Background: an optimization exercise with open tools, aiming at small area and a short achievable clock period. Do not read the settings as production practice.
RTL that was checked went through simulation tests only; none was proved equivalent to the original.
Power and IR drop assume default switching activity.

==> ember <==
// topmodule
module topmodule (input clk, input reset,
	output [31:0] imem_addr, input [31:0] imem_data,
	output rf_r_we, output [2:0] rf_r_addr, output [31:0] rf_r_data,
	output rf_s_we, output [2:0] rf_s_addr, output [31:0] rf_s_data,
	output dm_we, output [3:0] dm_addr, output [7:0] dm_wdata,
	output [31:0] epc, output [1:0] cause);
==> flow/config.mk <==
export PLATFORM = sky130hd
export DESIGN_NAME = topmodule
export DESIGN_NICKNAME = topmodule
export VERILOG_FILES = /design/flow/design.v
export SDC_FILE = /design/flow/constraint.sdc
export NUM_CORES = 4
export LEC_CHECK = 0
export ABC_AREA = 1
export CAP_MARGIN = 20
export CORE_MARGIN = 2
export CORE_UTILIZATION = 40
export SETUP_SLACK_MARGIN = 3.5
export SLEW_MARGIN = 20
==> flow/constraint.sdc <==
create_clock -name core_clock -period 6.5 [get_ports {clk}]
set_input_delay 1.3000 -clock core_clock [delete_from_list [all_inputs] [get_ports {clk}]]
set_output_delay 1.3000 -clock core_clock [all_outputs]
set_load 0.01 [all_outputs]
standard.sh (not shown) runs the stock make flow with config.mk's settings and CLKGATE_MAP_FILE= SYNTH_SCRIPT=/design/flow/synth_recipe.tcl, a recipe that flattens the netlist after the stock synthesis.
==> flow/flow/run.sh <==
#!/bin/bash
# Own layout flow: the standard flow (standard.sh) with two layout changes: the port
# buffers are sky130_fd_sc_hd__buf_2 cells instead of the delay cells buffer_ports picks by
# default, and the clock tree uses larger sink clusters and no dummy loads. The synthesis is
# the standard one. Each step's output goes to a log file in this folder, and ORFS keeps its
# own per-step logs under orfs/logs.
set -euo pipefail
W=$(pwd)
export BUFFER_PORTS_ARGS="-buffer_cell sky130_fd_sc_hd__buf_2"
export CTS_ARGS="-sink_clustering_enable -repair_clock_nets -dont_use_dummy_load -sink_clustering_size 24 -sink_clustering_max_diameter 100"
bash standard.sh synth > $W/flow_synth.log 2>&1
bash standard.sh > $W/flow_layout.log 2>&1
==> cedar: changes against ember <==
--- a/flow/design.v
+++ b/flow/design.v
@@ -3,12 +3,13 @@
 	output rf_r_we, output [2:0] rf_r_addr, output [31:0] rf_r_data,
 	output rf_s_we, output [2:0] rf_s_addr, output [31:0] rf_s_data,
 	output dm_we, output [3:0] dm_addr, output [7:0] dm_wdata,
 	output [31:0] epc, output [1:0] cause);
 	reg  [31:2] pcb;                 
 	reg         pct;                 
+	reg  [2:0]  pct_o;               
 	reg  [31:0] ir;                  
 	reg  [7:1]  ir_sa, ir_sb;        
 	reg  [31:2] id_pc;               
 	reg  [31:2] ex_pc;
 	reg  [31:0] ex_a, ex_b;          
 	reg  [3:0]  ex_fa, ex_fb;        
@@ -117,17 +118,22 @@
 	wire cy_g = ~ex_op1 & in1[31] & in2[31];
 	wire cy_p = ex_op1 ? ex_rb31 : (in1[31] ^ in2[31]);
 	wire [4:0] s1 = ex_fc ? mem_alu[4:0] : ex_sm;
 	wire [4:0] s2 = ex_fd ? mem_alu[4:0] : ex_sn;
 	wire [4:0] s_sum = s1 + s2;
 	wire trap = exc | ovf;
+	wire ovf_s = ex_op1 & ex_sub & ex_rb31 & sum[31];
+	wire ovf_a = ~ex_op1 & ovf_add;
+	wire trap_b = (exc | ovf_s) | ovf_a;
+	wire trap_c = exc | (ovf_s | ovf_a);
+	wire trap_d = (exc | ovf_a) | ovf_s;
 	always @(posedge clk) begin
 		if (reset) begin
-			pcb <= 30'd0; pct <= 1'b0;
+			pcb <= 30'd0; pct <= 1'b0; pct_o <= 3'd0;
 		end else if (!stall) begin
-			pcb <= pc + 30'd1; pct <= trap;
+			pcb <= pc + 30'd1; pct <= trap; pct_o <= {trap_d, trap_c, trap_b};
 		end
 		if (reset | flush) begin
 			ir <= 32'd0;
 			ir_sa <= 7'd0; ir_sb <= 7'd0;
 			id_pc <= 30'd0;
 		end else begin
@@ -212,13 +218,14 @@
 		dm11 <= ({8{dw[11]}} & mem_sdat) | ({8{dk[11]}} & dm11) | ({8{reset}} & 8'h07);
 		dm12 <= ({8{dw[12]}} & mem_sdat) | ({8{dk[12]}} & dm12) | ({8{reset}} & 8'h00);
 		dm13 <= ({8{dw[13]}} & mem_sdat) | ({8{dk[13]}} & dm13) | ({8{reset}} & 8'hc0);
 		dm14 <= ({8{dw[14]}} & mem_sdat) | ({8{dk[14]}} & dm14) | ({8{reset}} & 8'h25);
 		dm15 <= ({8{dw[15]}} & mem_sdat) | ({8{dk[15]}} & dm15) | ({8{reset}} & 8'h23);
 	end
-	assign imem_addr = {pc, 2'b00};
+	assign imem_addr = {pct_o[2] ? 8'h00 : pcb[31:24], pct_o[1] ? 8'h00 : pcb[23:16],
+		pct_o[0] ? 14'h3fff : pcb[15:2], 2'b00};
 	assign rf_r_we   = wb_rwe;
 	assign rf_r_addr = wb_rd;
 	assign rf_r_data = wb_alu;
 	assign rf_s_we   = wb_swe;
 	assign rf_s_addr = wb_sd;
 	assign rf_s_data = {24'd0, wb_mem};
CORE_UTILIZATION = 30   (was 40)
==> xenon: changes against ember <==
==> flow/run.sh (new file) <==
#!/bin/bash
# synth_recipe.tcl (not shown) runs the flow's synth.tcl, then flattens the netlist and writes it again
# the make line also repeats each setting of config.mk as NAME=value (left out here)
make -C /OpenROAD-flow-scripts/flow DESIGN_CONFIG=/design/flow/config.mk WORK_HOME=/design/flow/orfs CLKGATE_MAP_FILE= SYNTH_SCRIPT=/design/flow/synth_recipe.tcl finish
SETUP_SLACK_MARGIN = 3.0   (was 3.5)
removed: flow/flow/run.sh
removed: flow/standard.sh
==> summary.txt <==
- Pwr dens: 255.6 mW/mm²
- CTS sink count: 757
- Most frequent cells in the layout: 1111 x nand2_1, 754 x dfxtp_1, 560 x inv_1
- Wire length on met2: 55280 µm
- Internal power: 7.564 mW
- Sw Share: 24.54%
- Multi-input gate area: 0.01574 mm²
- First-pass GRT wire length: 188100 µm
- Final Core Density: 46.79%
- Worst setup path start: pct
- Tcrit/Tclk final: 54.22%
- Synth Area in Adders: 1.779%
- Data arrival time of the critical path: 2220 ps
- Combinational power share: 5.7%
- Final Skew: 28.14 ps
- Status: finished clean
- Crit path to: imem_addr[30]
- Sequential cells: 757
- Final wirelength: 127100 µm
# the run above: xenon

==> summary.txt <==
- Final Skew: 77.11 ps
- Status: finished clean
- CTS sink count: 760
- Initial antenna violation count: 13
- Tcrit/Tclk final: 46.00%
- Wire length on met2: 57110 µm
- Synth Warn #: 1
- Multi-input gate area: 0.01570 mm²
- Final Core Density: 33.26%
- # clk buffers: 38
- Synth Area in Adders: 1.778%
- Biggest Area Class: multi-input gates
- Combinational power share: 6.9%
- Sequential cells: 760
- H-tree levels: 2
- Worst setup path start: mem_sdat[0]
- First-pass GRT wire length: 190700 µm
- Final wirelength: 129200 µm
- Sw Share: 25.65%
- Crit path to: dm_wdata[0]
# the run above: cedar

==> summary.txt <==
- Tcrit/Tclk final: 47.80%
- Synth Area in Adders: 1.779%
- Crit path to: imem_addr[23]
- Vias in the first global route: 30001
- Most frequent cells in the layout: 1104 x nand2_1, 740 x dfxtp_1, 551 x inv_1
- Status: finished clean
- Worst setup path start: pct
- Final Core Density: 44.39%
- Pwr dens: 214.3 mW/mm²
- Final wirelength: 127000 µm
- CTS sink count: 757
- Comb pwr: 0.564 mW
- Met3 Routed Length: 11120 µm
- Sequential cells: 757
- Multi-input gate area: 0.01596 mm²
- Sw Share: 25.50%
- Wire length on met2: 55680 µm
- Combinational power share: 7.1%
- Final Skew: 77.89 ps
- First-pass GRT wire length: 188800 µm
# the run above: ember

No functional check of the RTL was part of ember and xenon.

==> v6: inputs <==
Another version of the RTL of topmodule (not shown whole).
Settings: LEC_CHECK=0, ABC_AREA=1, CAP_MARGIN=20, CORE_MARGIN=2, CORE_UTILIZATION=40, SETUP_SLACK_MARGIN=3.0, SLEW_MARGIN=20; clock period 6.5 ns.
run.sh (not shown) runs the stock make flow with config.mk's settings and CLKGATE_MAP_FILE= SYNTH_SCRIPT=/design/flow/synth_recipe.tcl, a recipe that flattens the netlist after the stock synthesis.
Stock flow here: none of the scripts above is used.
==> v25 (differences from v6) <==
--- a/flow/design.v
+++ b/flow/design.v
@@ -4,23 +4,24 @@
 	output rf_s_we, output [2:0] rf_s_addr, output [31:0] rf_s_data,
 	output dm_we, output [3:0] dm_addr, output [7:0] dm_wdata,
 	output [31:0] epc, output [1:0] cause);
 	reg  [31:2] pcb;                 
 	reg         pct;                 
+	reg  [2:0]  pct_o;               
 	reg  [31:0] ir;                  
 	reg  [31:2] id_pc;               
 	reg  [31:2] ex_pc;
 	reg  [31:0] ex_a, ex_b;          
-	reg         ex_fa, ex_fb;        
+	reg  [3:0]  ex_fa, ex_fb;        
 	reg  [4:0]  ex_sm, ex_sn;        
 	reg         ex_fc, ex_fd;
 	reg  [7:0]  ex_sdat;             
 	reg         ex_op1, ex_sub, ex_rb31;
 	reg  [2:0]  ex_rd, ex_sd;
 	reg         ex_rwe, ex_ld, ex_st;
 	reg  [31:0] mem_alu;
-	reg         mem_carry;
+	reg         mem_g, mem_p;        
 	reg  [2:0]  mem_rd, mem_sd;
 	reg         mem_rwe, mem_ld, mem_st;
 	reg  [3:0]  mem_addr;
 	reg  [7:0]  mem_sdat;
 	reg  [31:0] wb_alu;
@@ -48,10 +49,11 @@
 	wire is_add = rop == 5'b00011;
 	wire is_op1 = rop == 5'b01000;
 	wire exc    = ~(is_ld | is_st | is_br | is_jp) | ~(is_add | is_op1);
 	wire stall = is_br | is_jp |
 		(ex_ld & ((ex_sd == f_rn) | (ex_sd == f_rd) | (ex_sd == f_sm) | (ex_sd == f_sn)));
+	wire mem_carry = mem_g | (mem_p & ~mem_alu[31]);
 	wire flush = is_br & mem_carry;
 	wire [2:0] a_b = is_op1 ? f_rn : f_rd;
 	wire [7:1] s_a, s_b, s_sm, s_sn, s_sd;
 	genvar gi;
 	generate for (gi = 1; gi < 8; gi = gi + 1) begin : dec
@@ -78,12 +80,12 @@
 	wire [7:0] memout =
 		({8{s_m[0]}}  & dm0)  | ({8{s_m[1]}}  & dm1)  | ({8{s_m[2]}}  & dm2)  | ({8{s_m[3]}}  & dm3)  |
 		({8{s_m[4]}}  & dm4)  | ({8{s_m[5]}}  & dm5)  | ({8{s_m[6]}}  & dm6)  | ({8{s_m[7]}}  & dm7)  |
 		({8{s_m[8]}}  & dm8)  | ({8{s_m[9]}}  & dm9)  | ({8{s_m[10]}} & dm10) | ({8{s_m[11]}} & dm11) |
 		({8{s_m[12]}} & dm12) | ({8{s_m[13]}} & dm13) | ({8{s_m[14]}} & dm14) | ({8{s_m[15]}} & dm15);
-	wire m2_a = ex_rwe & (ex_rd != 3'd0) & (ex_rd == f_rm);
-	wire m2_b = ex_rwe & (ex_rd != 3'd0) & (ex_rd == f_rn);
+	wire eq_a = ex_rd == f_rm;
+	wire eq_b = ex_rd == f_rn;
 	wire m2_c = ex_rwe & (ex_rd != 3'd0) & (ex_rd == f_sm);
 	wire m2_d = ex_rwe & (ex_rd != 3'd0) & (ex_rd == f_sn);
 	wire m3r_a = mem_rwe & (mem_rd != 3'd0) & (mem_rd == f_rm);
 	wire m3r_b = mem_rwe & (mem_rd != 3'd0) & (mem_rd == f_rn);
 	wire m3r_c = mem_rwe & (mem_rd != 3'd0) & (mem_rd == f_sm);
@@ -100,42 +102,53 @@
 	wire f_lsr = func == 5'b01001;
 	wire f_neg = func == 5'b00110;
 	wire [31:0] neg_imm = {{29{f_rm != 3'd0}}, 3'd0 - f_rm};
 	wire [31:0] lsr_r = rd_b >> f_rm;
 	wire [31:0] op1_a = f_sub ? neg_imm : f_lsr ? lsr_r : f_neg ? ~rd_b : 32'd0;
-	wire [31:0] in1 = ex_fa ? mem_alu : ex_a;
-	wire [31:0] in2 = ex_fb ? mem_alu : ex_b;
+	wire [31:0] in1, in2;
+	generate for (gi = 0; gi < 4; gi = gi + 1) begin : fwd
+		assign in1[8*gi+7:8*gi] = ex_fa[gi] ? mem_alu[8*gi+7:8*gi] : ex_a[8*gi+7:8*gi];
+		assign in2[8*gi+7:8*gi] = ex_fb[gi] ? mem_alu[8*gi+7:8*gi] : ex_b[8*gi+7:8*gi];
+	end endgenerate
 	wire [32:0] sum = {1'b0, in1} + {1'b0, in2};
 	wire ovf_add = (in1[31] == in2[31]) & (sum[31] != in1[31]);
 	wire ovf   = ex_op1 ? (ex_sub & ex_rb31 & sum[31]) : ovf_add;
-	wire carry = ex_op1 ? (ex_rb31 & ~sum[31]) : sum[32];
+	wire cy_g = ~ex_op1 & in1[31] & in2[31];
+	wire cy_p = ex_op1 ? ex_rb31 : (in1[31] ^ in2[31]);
 	wire [4:0] s1 = ex_fc ? mem_alu[4:0] : ex_sm;
 	wire [4:0] s2 = ex_fd ? mem_alu[4:0] : ex_sn;
 	wire [4:0] s_sum = s1 + s2;
 	wire trap = exc | ovf;
+	wire ovf_s = ex_op1 & ex_sub & ex_rb31 & sum[31];
+	wire ovf_a = ~ex_op1 & ovf_add;
+	wire trap_b = (exc | ovf_s) | ovf_a;
+	wire trap_c = exc | (ovf_s | ovf_a);
+	wire trap_d = (exc | ovf_a) | ovf_s;
 	always @(posedge clk) begin
 		if (reset) begin
-			pcb <= 30'd0; pct <= 1'b0;
+			pcb <= 30'd0; pct <= 1'b0; pct_o <= 3'd0;
 		end else if (!stall) begin
-			pcb <= pc + 30'd1; pct <= trap;
+			pcb <= pc + 30'd1; pct <= trap; pct_o <= {trap_d, trap_c, trap_b};
 		end
 		if (reset | flush) begin
 			ir <= 32'd0;
 			id_pc <= 30'd0;
 		end else begin
 			ir <= imem_data;
 			id_pc <= pc;
 		end
 		if (reset) begin
-			ex_pc <= 30'd0; ex_a <= 32'd0; ex_b <= 32'd0; ex_fa <= 1'b0; ex_fb <= 1'b0;
+			ex_pc <= 30'd0; ex_a <= 32'd0; ex_b <= 32'd0; ex_fa <= 4'd0; ex_fb <= 4'd0;
 			ex_op1 <= 1'b0; ex_rwe <= 1'b0; ex_ld <= 1'b0; ex_st <= 1'b0;
 		end else begin
 			ex_pc <= id_pc;
 			ex_a <= is_op1 ? op1_a : pre_a;
 			ex_b <= is_op1 ? (f_sub ? rd_b : 32'd0) : pre_b;
-			ex_fa <= ~is_op1 & m2_a;
-			ex_fb <= ~is_op1 & m2_b;
+			ex_fa <= {4{~is_op1 & ex_rwe}} & {eq_a & (ex_rd != 3'd0) & (f_rm != 3'd0), eq_a & (|(ex_rd | f_rm)),
+				eq_a & (f_rm != 3'd0), eq_a & (ex_rd != 3'd0)};
+			ex_fb <= {4{~is_op1 & ex_rwe}} & {eq_b & (ex_rd != 3'd0) & (f_rn != 3'd0), eq_b & (|(ex_rd | f_rn)),
+				eq_b & (f_rn != 3'd0), eq_b & (ex_rd != 3'd0)};
 			ex_op1 <= is_op1;
 			ex_rwe <= is_add | is_op1; ex_ld <= is_ld; ex_st <= is_st;
 		end
 		ex_sm <= pre_c; ex_sn <= pre_d; ex_fc <= m2_c; ex_fd <= m2_d;
 		ex_sdat <= rd_sd;
@@ -144,11 +157,11 @@
 		if (reset) begin
 			mem_rwe <= 1'b0; mem_ld <= 1'b0; mem_st <= 1'b0;
 		end else begin
 			mem_rwe <= ex_rwe; mem_ld <= ex_ld; mem_st <= ex_st;
 		end
-		mem_alu <= sum[31:0]; mem_carry <= carry; mem_rd <= ex_rd; mem_sd <= ex_sd;
+		mem_alu <= sum[31:0]; mem_g <= cy_g; mem_p <= cy_p; mem_rd <= ex_rd; mem_sd <= ex_sd;
 		mem_addr <= s_sum[4:1]; mem_sdat <= ex_sdat;
 		if (reset) begin
 			wb_rwe <= 1'b0; wb_swe <= 1'b0;
 		end else begin
 			wb_rwe <= mem_rwe; wb_swe <= mem_ld;
@@ -198,11 +211,12 @@
 		dm12 <= ({8{dw[12]}} & mem_sdat) | ({8{dk[12]}} & dm12) | ({8{reset}} & 8'h00);
 		dm13 <= ({8{dw[13]}} & mem_sdat) | ({8{dk[13]}} & dm13) | ({8{reset}} & 8'hc0);
 		dm14 <= ({8{dw[14]}} & mem_sdat) | ({8{dk[14]}} & dm14) | ({8{reset}} & 8'h25);
 		dm15 <= ({8{dw[15]}} & mem_sdat) | ({8{dk[15]}} & dm15) | ({8{reset}} & 8'h23);
 	end
-	assign imem_addr = {pc, 2'b00};
+	assign imem_addr = {pct_o[2] ? 8'h00 : pcb[31:24], pct_o[1] ? 8'h00 : pcb[23:16],
+		pct_o[0] ? 14'h3fff : pcb[15:2], 2'b00};
 	assign rf_r_we   = wb_rwe;
 	assign rf_r_addr = wb_rd;
 	assign rf_r_data = wb_alu;
 	assign rf_s_we   = wb_swe;
 	assign rf_s_addr = wb_sd;
==> flow/flow/run.sh (new file) <==
#!/bin/bash
# Own layout flow: the standard flow (standard.sh) with two layout changes: the port
# buffers are sky130_fd_sc_hd__buf_2 cells instead of the delay cells buffer_ports picks by
# default, and the clock tree uses larger sink clusters and no dummy loads. The synthesis is
# the standard one. Each step's output goes to a log file in this folder, and ORFS keeps its
# own per-step logs under orfs/logs.
set -euo pipefail
W=$(pwd)
export BUFFER_PORTS_ARGS="-buffer_cell sky130_fd_sc_hd__buf_2"
export CTS_ARGS="-sink_clustering_enable -repair_clock_nets -dont_use_dummy_load -sink_clustering_size 24 -sink_clustering_max_diameter 100"
bash standard.sh synth > $W/flow_synth.log 2>&1
bash standard.sh > $W/flow_layout.log 2>&1
==> flow/standard.sh (new file) <==
#!/bin/bash
# synth_recipe.tcl (not shown) runs the flow's synth.tcl, then flattens the netlist and writes it again
# the make line also repeats each setting of config.mk as NAME=value (left out here)
make -C /OpenROAD-flow-scripts/flow DESIGN_CONFIG=/design/flow/config.mk WORK_HOME=/design/flow/orfs CLKGATE_MAP_FILE= SYNTH_SCRIPT=/design/flow/synth_recipe.tcl "${@:-finish}"
--- a/flow/config.mk
+++ b/flow/config.mk
@@ -7,7 +7,7 @@
 export LEC_CHECK = 0
 export ABC_AREA = 1
 export CAP_MARGIN = 20
 export CORE_MARGIN = 2
 export CORE_UTILIZATION = 40
-export SETUP_SLACK_MARGIN = 3.0
+export SETUP_SLACK_MARGIN = 3.5
 export SLEW_MARGIN = 20
removed: flow/run.sh
==> v18 (differences from v6) <==
--- a/flow/design.v
+++ b/flow/design.v
@@ -2,12 +2,11 @@
 	output [31:0] imem_addr, input [31:0] imem_data,
 	output rf_r_we, output [2:0] rf_r_addr, output [31:0] rf_r_data,
 	output rf_s_we, output [2:0] rf_s_addr, output [31:0] rf_s_data,
 	output dm_we, output [3:0] dm_addr, output [7:0] dm_wdata,
 	output [31:0] epc, output [1:0] cause);
-	reg  [31:2] pcb;                 
-	reg         pct;                 
+	reg  [31:2] pc;                  
 	reg  [31:0] ir;                  
 	reg  [31:2] id_pc;               
 	reg  [31:2] ex_pc;
 	reg  [31:0] ex_a, ex_b;          
 	reg         ex_fa, ex_fb;        
@@ -29,11 +28,10 @@
 	reg         wb_rwe, wb_swe;
 	reg  [31:2] epc_q;
 	reg  [1:0]  cause_q;
 	reg  [31:0] rf1, rf2, rf3, rf4, rf5, rf6, rf7;
 	reg  [7:0]  dm0, dm1, dm2, dm3, dm4, dm5, dm6, dm7, dm8, dm9, dm10, dm11, dm12, dm13, dm14, dm15;
-	wire [31:2] pc = pct ? 30'h3fff : pcb;
 	wire [4:0] sop  = ir[31:27];
 	wire [4:0] rop  = ir[15:11];
 	wire [4:0] func = ir[10:6];
 	wire [2:0] f_rm = ir[8:6];
 	wire [2:0] f_rn = ir[5:3];
@@ -111,15 +109,12 @@
 	wire [4:0] s1 = ex_fc ? mem_alu[4:0] : ex_sm;
 	wire [4:0] s2 = ex_fd ? mem_alu[4:0] : ex_sn;
 	wire [4:0] s_sum = s1 + s2;
 	wire trap = exc | ovf;
 	always @(posedge clk) begin
-		if (reset) begin
-			pcb <= 30'd0; pct <= 1'b0;
-		end else if (!stall) begin
-			pcb <= pc + 30'd1; pct <= trap;
-		end
+		if (reset) pc <= 30'd0;
+		else if (!stall) pc <= trap ? 30'h3fff : pc + 30'd1;
 		if (reset | flush) begin
 			ir <= 32'd0;
 			id_pc <= 30'd0;
 		end else begin
 			ir <= imem_data;
==> flow/config.mk (replaced) <==
export PLATFORM = sky130hd
export DESIGN_NAME = topmodule
export DESIGN_NICKNAME = topmodule
export VERILOG_FILES = /design/flow/design.v
export SDC_FILE = /design/flow/constraint.sdc
export NUM_CORES = 4
export LEC_CHECK = 0
export CAP_MARGIN = 20
export CORE_MARGIN = 2
export CORE_UTILIZATION = 40
export CTS_CLUSTER_DIAMETER = 60
export CTS_CLUSTER_SIZE = 30
export SETUP_SLACK_MARGIN = 2.5
export SLEW_MARGIN = 20
==> v39 (differences from v6) <==
--- a/flow/design.v
+++ b/flow/design.v
@@ -4,32 +4,35 @@
 	output rf_s_we, output [2:0] rf_s_addr, output [31:0] rf_s_data,
 	output dm_we, output [3:0] dm_addr, output [7:0] dm_wdata,
 	output [31:0] epc, output [1:0] cause);
 	reg  [31:2] pcb;                 
 	reg         pct;                 
+	reg  [2:0]  pct_o;               
 	reg  [31:0] ir;                  
+	reg  [7:1]  ir_sa, ir_sb;        
 	reg  [31:2] id_pc;               
 	reg  [31:2] ex_pc;
 	reg  [31:0] ex_a, ex_b;          
-	reg         ex_fa, ex_fb;        
+	reg  [3:0]  ex_fa, ex_fb;        
 	reg  [4:0]  ex_sm, ex_sn;        
 	reg         ex_fc, ex_fd;
 	reg  [7:0]  ex_sdat;             
 	reg         ex_op1, ex_sub, ex_rb31;
 	reg  [2:0]  ex_rd, ex_sd;
 	reg         ex_rwe, ex_ld, ex_st;
 	reg  [31:0] mem_alu;
-	reg         mem_carry;
+	reg         mem_g, mem_p;        
 	reg  [2:0]  mem_rd, mem_sd;
 	reg         mem_rwe, mem_ld, mem_st;
 	reg  [3:0]  mem_addr;
 	reg  [7:0]  mem_sdat;
 	reg  [31:0] wb_alu;
 	reg  [7:0]  wb_mem;
 	reg  [2:0]  wb_rd, wb_sd;
 	reg         wb_rwe, wb_swe;
-	reg  [31:2] epc_q;
+	reg  [31:2] epc_a, epc_b;        
+	reg         epc_s;
 	reg  [1:0]  cause_q;
 	reg  [31:0] rf1, rf2, rf3, rf4, rf5, rf6, rf7;
 	reg  [7:0]  dm0, dm1, dm2, dm3, dm4, dm5, dm6, dm7, dm8, dm9, dm10, dm11, dm12, dm13, dm14, dm15;
 	wire [31:2] pc = pct ? 30'h3fff : pcb;
 	wire [4:0] sop  = ir[31:27];
@@ -48,17 +51,19 @@
 	wire is_add = rop == 5'b00011;
 	wire is_op1 = rop == 5'b01000;
 	wire exc    = ~(is_ld | is_st | is_br | is_jp) | ~(is_add | is_op1);
 	wire stall = is_br | is_jp |
 		(ex_ld & ((ex_sd == f_rn) | (ex_sd == f_rd) | (ex_sd == f_sm) | (ex_sd == f_sn)));
+	wire mem_carry = mem_g | (mem_p & ~mem_alu[31]);
 	wire flush = is_br & mem_carry;
-	wire [2:0] a_b = is_op1 ? f_rn : f_rd;
-	wire [7:1] s_a, s_b, s_sm, s_sn, s_sd;
+	wire [7:1] s_a, s_b, s_sm, s_sn, s_sd, nx_sa, nx_sb;
 	genvar gi;
 	generate for (gi = 1; gi < 8; gi = gi + 1) begin : dec
-		assign s_a[gi]  = f_rm == gi;
-		assign s_b[gi]  = a_b  == gi;
+		assign s_a[gi]  = ir_sa[gi];
+		assign s_b[gi]  = ir_sb[gi];
+		assign nx_sa[gi] = imem_data[8:6] == gi;
+		assign nx_sb[gi] = (imem_data[15:11] == 5'b01000 ? imem_data[5:3] : imem_data[2:0]) == gi;
 		assign s_sm[gi] = f_sm == gi;
 		assign s_sn[gi] = f_sn == gi;
 		assign s_sd[gi] = f_sd == gi;
 	end endgenerate
 	wire [31:0] rd_a = ({32{s_a[1]}} & rf1) | ({32{s_a[2]}} & rf2) | ({32{s_a[3]}} & rf3) |
@@ -78,12 +83,12 @@
 	wire [7:0] memout =
 		({8{s_m[0]}}  & dm0)  | ({8{s_m[1]}}  & dm1)  | ({8{s_m[2]}}  & dm2)  | ({8{s_m[3]}}  & dm3)  |
 		({8{s_m[4]}}  & dm4)  | ({8{s_m[5]}}  & dm5)  | ({8{s_m[6]}}  & dm6)  | ({8{s_m[7]}}  & dm7)  |
 		({8{s_m[8]}}  & dm8)  | ({8{s_m[9]}}  & dm9)  | ({8{s_m[10]}} & dm10) | ({8{s_m[11]}} & dm11) |
 		({8{s_m[12]}} & dm12) | ({8{s_m[13]}} & dm13) | ({8{s_m[14]}} & dm14) | ({8{s_m[15]}} & dm15);
-	wire m2_a = ex_rwe & (ex_rd != 3'd0) & (ex_rd == f_rm);
-	wire m2_b = ex_rwe & (ex_rd != 3'd0) & (ex_rd == f_rn);
+	wire eq_a = ex_rd == f_rm;
+	wire eq_b = ex_rd == f_rn;
 	wire m2_c = ex_rwe & (ex_rd != 3'd0) & (ex_rd == f_sm);
 	wire m2_d = ex_rwe & (ex_rd != 3'd0) & (ex_rd == f_sn);
 	wire m3r_a = mem_rwe & (mem_rd != 3'd0) & (mem_rd == f_rm);
 	wire m3r_b = mem_rwe & (mem_rd != 3'd0) & (mem_rd == f_rn);
 	wire m3r_c = mem_rwe & (mem_rd != 3'd0) & (mem_rd == f_sm);
@@ -100,42 +105,55 @@
 	wire f_lsr = func == 5'b01001;
 	wire f_neg = func == 5'b00110;
 	wire [31:0] neg_imm = {{29{f_rm != 3'd0}}, 3'd0 - f_rm};
 	wire [31:0] lsr_r = rd_b >> f_rm;
 	wire [31:0] op1_a = f_sub ? neg_imm : f_lsr ? lsr_r : f_neg ? ~rd_b : 32'd0;
-	wire [31:0] in1 = ex_fa ? mem_alu : ex_a;
-	wire [31:0] in2 = ex_fb ? mem_alu : ex_b;
+	wire [31:0] in1, in2;
+	generate for (gi = 0; gi < 4; gi = gi + 1) begin : fwd
+		assign in1[8*gi+7:8*gi] = ex_fa[gi] ? mem_alu[8*gi+7:8*gi] : ex_a[8*gi+7:8*gi];
+		assign in2[8*gi+7:8*gi] = ex_fb[gi] ? mem_alu[8*gi+7:8*gi] : ex_b[8*gi+7:8*gi];
+	end endgenerate
 	wire [32:0] sum = {1'b0, in1} + {1'b0, in2};
 	wire ovf_add = (in1[31] == in2[31]) & (sum[31] != in1[31]);
 	wire ovf   = ex_op1 ? (ex_sub & ex_rb31 & sum[31]) : ovf_add;
-	wire carry = ex_op1 ? (ex_rb31 & ~sum[31]) : sum[32];
+	wire cy_g = ~ex_op1 & in1[31] & in2[31];
+	wire cy_p = ex_op1 ? ex_rb31 : (in1[31] ^ in2[31]);
 	wire [4:0] s1 = ex_fc ? mem_alu[4:0] : ex_sm;
 	wire [4:0] s2 = ex_fd ? mem_alu[4:0] : ex_sn;
 	wire [4:0] s_sum = s1 + s2;
 	wire trap = exc | ovf;
+	wire ovf_s = ex_op1 & ex_sub & ex_rb31 & sum[31];
+	wire ovf_a = ~ex_op1 & ovf_add;
+	wire trap_b = (exc | ovf_s) | ovf_a;
+	wire trap_c = exc | (ovf_s | ovf_a);
+	wire trap_d = (exc | ovf_a) | ovf_s;
 	always @(posedge clk) begin
 		if (reset) begin
-			pcb <= 30'd0; pct <= 1'b0;
+			pcb <= 30'd0; pct <= 1'b0; pct_o <= 3'd0;
 		end else if (!stall) begin
-			pcb <= pc + 30'd1; pct <= trap;
+			pcb <= pc + 30'd1; pct <= trap; pct_o <= {trap_d, trap_c, trap_b};
 		end
 		if (reset | flush) begin
 			ir <= 32'd0;
+			ir_sa <= 7'd0; ir_sb <= 7'd0;
 			id_pc <= 30'd0;
 		end else begin
 			ir <= imem_data;
+			ir_sa <= nx_sa; ir_sb <= nx_sb;
 			id_pc <= pc;
 		end
 		if (reset) begin
-			ex_pc <= 30'd0; ex_a <= 32'd0; ex_b <= 32'd0; ex_fa <= 1'b0; ex_fb <= 1'b0;
+			ex_pc <= 30'd0; ex_a <= 32'd0; ex_b <= 32'd0; ex_fa <= 4'd0; ex_fb <= 4'd0;
 			ex_op1 <= 1'b0; ex_rwe <= 1'b0; ex_ld <= 1'b0; ex_st <= 1'b0;
 		end else begin
 			ex_pc <= id_pc;
 			ex_a <= is_op1 ? op1_a : pre_a;
 			ex_b <= is_op1 ? (f_sub ? rd_b : 32'd0) : pre_b;
-			ex_fa <= ~is_op1 & m2_a;
-			ex_fb <= ~is_op1 & m2_b;
+			ex_fa <= {4{~is_op1 & ex_rwe}} & {eq_a & (ex_rd != 3'd0) & (f_rm != 3'd0), eq_a & (|(ex_rd | f_rm)),
+				eq_a & (f_rm != 3'd0), eq_a & (ex_rd != 3'd0)};
+			ex_fb <= {4{~is_op1 & ex_rwe}} & {eq_b & (ex_rd != 3'd0) & (f_rn != 3'd0), eq_b & (|(ex_rd | f_rn)),
+				eq_b & (f_rn != 3'd0), eq_b & (ex_rd != 3'd0)};
 			ex_op1 <= is_op1;
 			ex_rwe <= is_add | is_op1; ex_ld <= is_ld; ex_st <= is_st;
 		end
 		ex_sm <= pre_c; ex_sn <= pre_d; ex_fc <= m2_c; ex_fd <= m2_d;
 		ex_sdat <= rd_sd;
@@ -144,23 +162,26 @@
 		if (reset) begin
 			mem_rwe <= 1'b0; mem_ld <= 1'b0; mem_st <= 1'b0;
 		end else begin
 			mem_rwe <= ex_rwe; mem_ld <= ex_ld; mem_st <= ex_st;
 		end
-		mem_alu <= sum[31:0]; mem_carry <= carry; mem_rd <= ex_rd; mem_sd <= ex_sd;
+		mem_alu <= sum[31:0]; mem_g <= cy_g; mem_p <= cy_p; mem_rd <= ex_rd; mem_sd <= ex_sd;
 		mem_addr <= s_sum[4:1]; mem_sdat <= ex_sdat;
 		if (reset) begin
 			wb_rwe <= 1'b0; wb_swe <= 1'b0;
 		end else begin
 			wb_rwe <= mem_rwe; wb_swe <= mem_ld;
 		end
 		wb_alu <= mem_alu; wb_mem <= memout; wb_rd <= mem_rd; wb_sd <= mem_sd;
 		if (reset) begin
-			epc_q <= 30'd0; cause_q <= 2'b00;
-		end else if (trap) begin
-			epc_q <= ex_pc; cause_q <= exc ? 2'b01 : 2'b10;
-		end
+			epc_a <= 30'd0; epc_b <= 30'd0; epc_s <= 1'b0;
+		end else begin
+			if (epc_s) epc_a <= ex_pc; else epc_b <= ex_pc;
+			epc_s <= epc_s ^ trap;
+		end
+		if (reset) cause_q <= 2'b00;
+		else if (trap) cause_q <= exc ? 2'b01 : 2'b10;
 	end
 	wire [7:1] hit_r, hit_s, w_r, w_s, keep;
 	generate for (gi = 1; gi < 8; gi = gi + 1) begin : rfc
 		assign hit_r[gi] = wb_rwe & (wb_rd == gi);
 		assign hit_s[gi] = wb_swe & (wb_sd == gi);
@@ -198,18 +219,19 @@
 		dm12 <= ({8{dw[12]}} & mem_sdat) | ({8{dk[12]}} & dm12) | ({8{reset}} & 8'h00);
 		dm13 <= ({8{dw[13]}} & mem_sdat) | ({8{dk[13]}} & dm13) | ({8{reset}} & 8'hc0);
 		dm14 <= ({8{dw[14]}} & mem_sdat) | ({8{dk[14]}} & dm14) | ({8{reset}} & 8'h25);
 		dm15 <= ({8{dw[15]}} & mem_sdat) | ({8{dk[15]}} & dm15) | ({8{reset}} & 8'h23);
 	end
-	assign imem_addr = {pc, 2'b00};
+	assign imem_addr = {pct_o[2] ? 8'h00 : pcb[31:24], pct_o[1] ? 8'h00 : pcb[23:16],
+		pct_o[0] ? 14'h3fff : pcb[15:2], 2'b00};
 	assign rf_r_we   = wb_rwe;
 	assign rf_r_addr = wb_rd;
 	assign rf_r_data = wb_alu;
 	assign rf_s_we   = wb_swe;
 	assign rf_s_addr = wb_sd;
 	assign rf_s_data = {24'd0, wb_mem};
 	assign dm_we     = mem_st;
 	assign dm_addr   = mem_addr;
 	assign dm_wdata  = mem_sdat;
-	assign epc       = {epc_q, 2'b00};
+	assign epc       = {epc_s ? epc_b : epc_a, 2'b00};
 	assign cause     = cause_q;
 endmodule
==> flow/flow/run.sh (new file) <==
#!/bin/bash
# Own layout flow: the standard flow (standard.sh) with two layout changes: the port
# buffers are sky130_fd_sc_hd__buf_2 cells instead of the delay cells buffer_ports picks by
# default, and the clock tree uses larger sink clusters and no dummy loads. The synthesis is
# the standard one. Each step's output goes to a log file in this folder, and ORFS keeps its
# own per-step logs under orfs/logs.
set -euo pipefail
W=$(pwd)
export BUFFER_PORTS_ARGS="-buffer_cell sky130_fd_sc_hd__buf_2"
export CTS_ARGS="-sink_clustering_enable -repair_clock_nets -dont_use_dummy_load -sink_clustering_size 24 -sink_clustering_max_diameter 100"
bash standard.sh synth > $W/flow_synth.log 2>&1
bash standard.sh > $W/flow_layout.log 2>&1
==> flow/standard.sh (new file) <==
#!/bin/bash
# synth_recipe.tcl (not shown) runs the flow's synth.tcl, then flattens the netlist and writes it again
# the make line also repeats each setting of config.mk as NAME=value (left out here)
make -C /OpenROAD-flow-scripts/flow DESIGN_CONFIG=/design/flow/config.mk WORK_HOME=/design/flow/orfs CLKGATE_MAP_FILE= SYNTH_SCRIPT=/design/flow/synth_recipe.tcl "${@:-finish}"
--- a/flow/config.mk
+++ b/flow/config.mk
@@ -7,7 +7,7 @@
 export LEC_CHECK = 0
 export ABC_AREA = 1
 export CAP_MARGIN = 20
 export CORE_MARGIN = 2
 export CORE_UTILIZATION = 40
-export SETUP_SLACK_MARGIN = 3.0
+export SETUP_SLACK_MARGIN = 3.25
 export SLEW_MARGIN = 20
removed: flow/run.sh
==> summary.txt <==
The lowest via count belongs to v18, the highest to v25.
The lowest clock power belongs to v25, the highest to v6.
Utilization, highest first: v6, v18, v25, v39.
Between v6 and v18, the lower non-clock buffer count is in v6 (gap 28).
Against v18, the die area of v39 is higher by 2.4%.
In v39 the global-route usage is lower than in v6, by 3.3 points.
==> figures <==
metric	v25	v18	v6	v39
Result of the run	no timing/DRC/antenna violations	no timing/DRC/antenna violations	no timing/DRC/antenna violations	no timing/DRC/antenna violations
Row Count	105	105	104	106
Xor-xnor portion of the synthesized cell area	0.01840	0.02566	0.01848	0.02144
IR Drop Worst-Case VDD	0.1886 mV	0.2075 mV	0.2065 mV	0.1835 mV
Wire length per cell	23.86 um	24.94 um	24.06 um	21.61 um
Num Clock Sinks	715	704	705	760
Synthesized area divided by synthesized cell count	7.326 sq um	9.215 sq um	7.410 sq um	7.356 sq um
Required time at the worst-slack endpoint	6930 ps	6980 ps	7030 ps	6840 ps
Met1 capacity usage during global routing	0.4008	0.3521	0.3897	0.3601
Slowest-stage cell, CP	sky130_fd_sc_hd__o21bai_1	sky130_fd_sc_hd__nor2_4	sky130_fd_sc_hd__a2111oi_0	sky130_fd_sc_hd__nor4_1
Multi-input logic cell count	2882	2486	2736	3067
Final std cell area, no fill	36860 sq um	38370 sq um	37740 sq um	36610 sq um
Global-route total usage across every layer	0.2997	0.2685	0.3111	0.2781
The RTL of v25 and v18 was laid out without a check of its function.

## re-timing with driven ports
No port has a modelled driver above. Below, the same layouts with a new extraction and two added sets of constraints. Step 1 (the two cells are an assumption about what drives the block):
set clk [get_ports {clk}]
set_driving_cell -lib_cell sky130_fd_sc_hd__clkbuf_16 $clk
set_driving_cell -lib_cell sky130_fd_sc_hd__buf_2 [delete_from_list [all_inputs] $clk]
Step 2, shift: input delay + t, output delay - t, t = (earliest + latest rising clock arrival at the registers) / 2. This alone moves slack from input paths to output paths. Slacks: ideal ports / drivers / drivers and shift; pairs: ideal ports / drivers.
run | t, ns | slack for setup (ns) | worst register clock-pin slew, ns
ember | 0.639 | 3.393 / 3.331 / 2.832 | 0.11 / 0.11
cedar | 0.655 | 3.510 / 3.443 / 3.008 | 0.11 / 0.11
xenon | 0.693 | 2.976 / 2.915 / 2.424 | 0.07 / 0.07
v6 | 0.710 | 3.026 / 3.026 / 2.534 | 0.07 / 0.07
v25 | 0.628 | 3.504 / 3.504 / 2.978 | 0.11 / 0.11
v18 | 0.705 | 2.546 / 2.546 / 2.546 | 0.09 / 0.09
v39 | 0.649 | 3.300 / 3.300 / 2.725 | 0.10 / 0.10
After both steps setup and hold are still met in every run listed. The setup slack of v39, which loses most, moves by 0.000 ns with the drivers and by -0.575 ns with both steps.
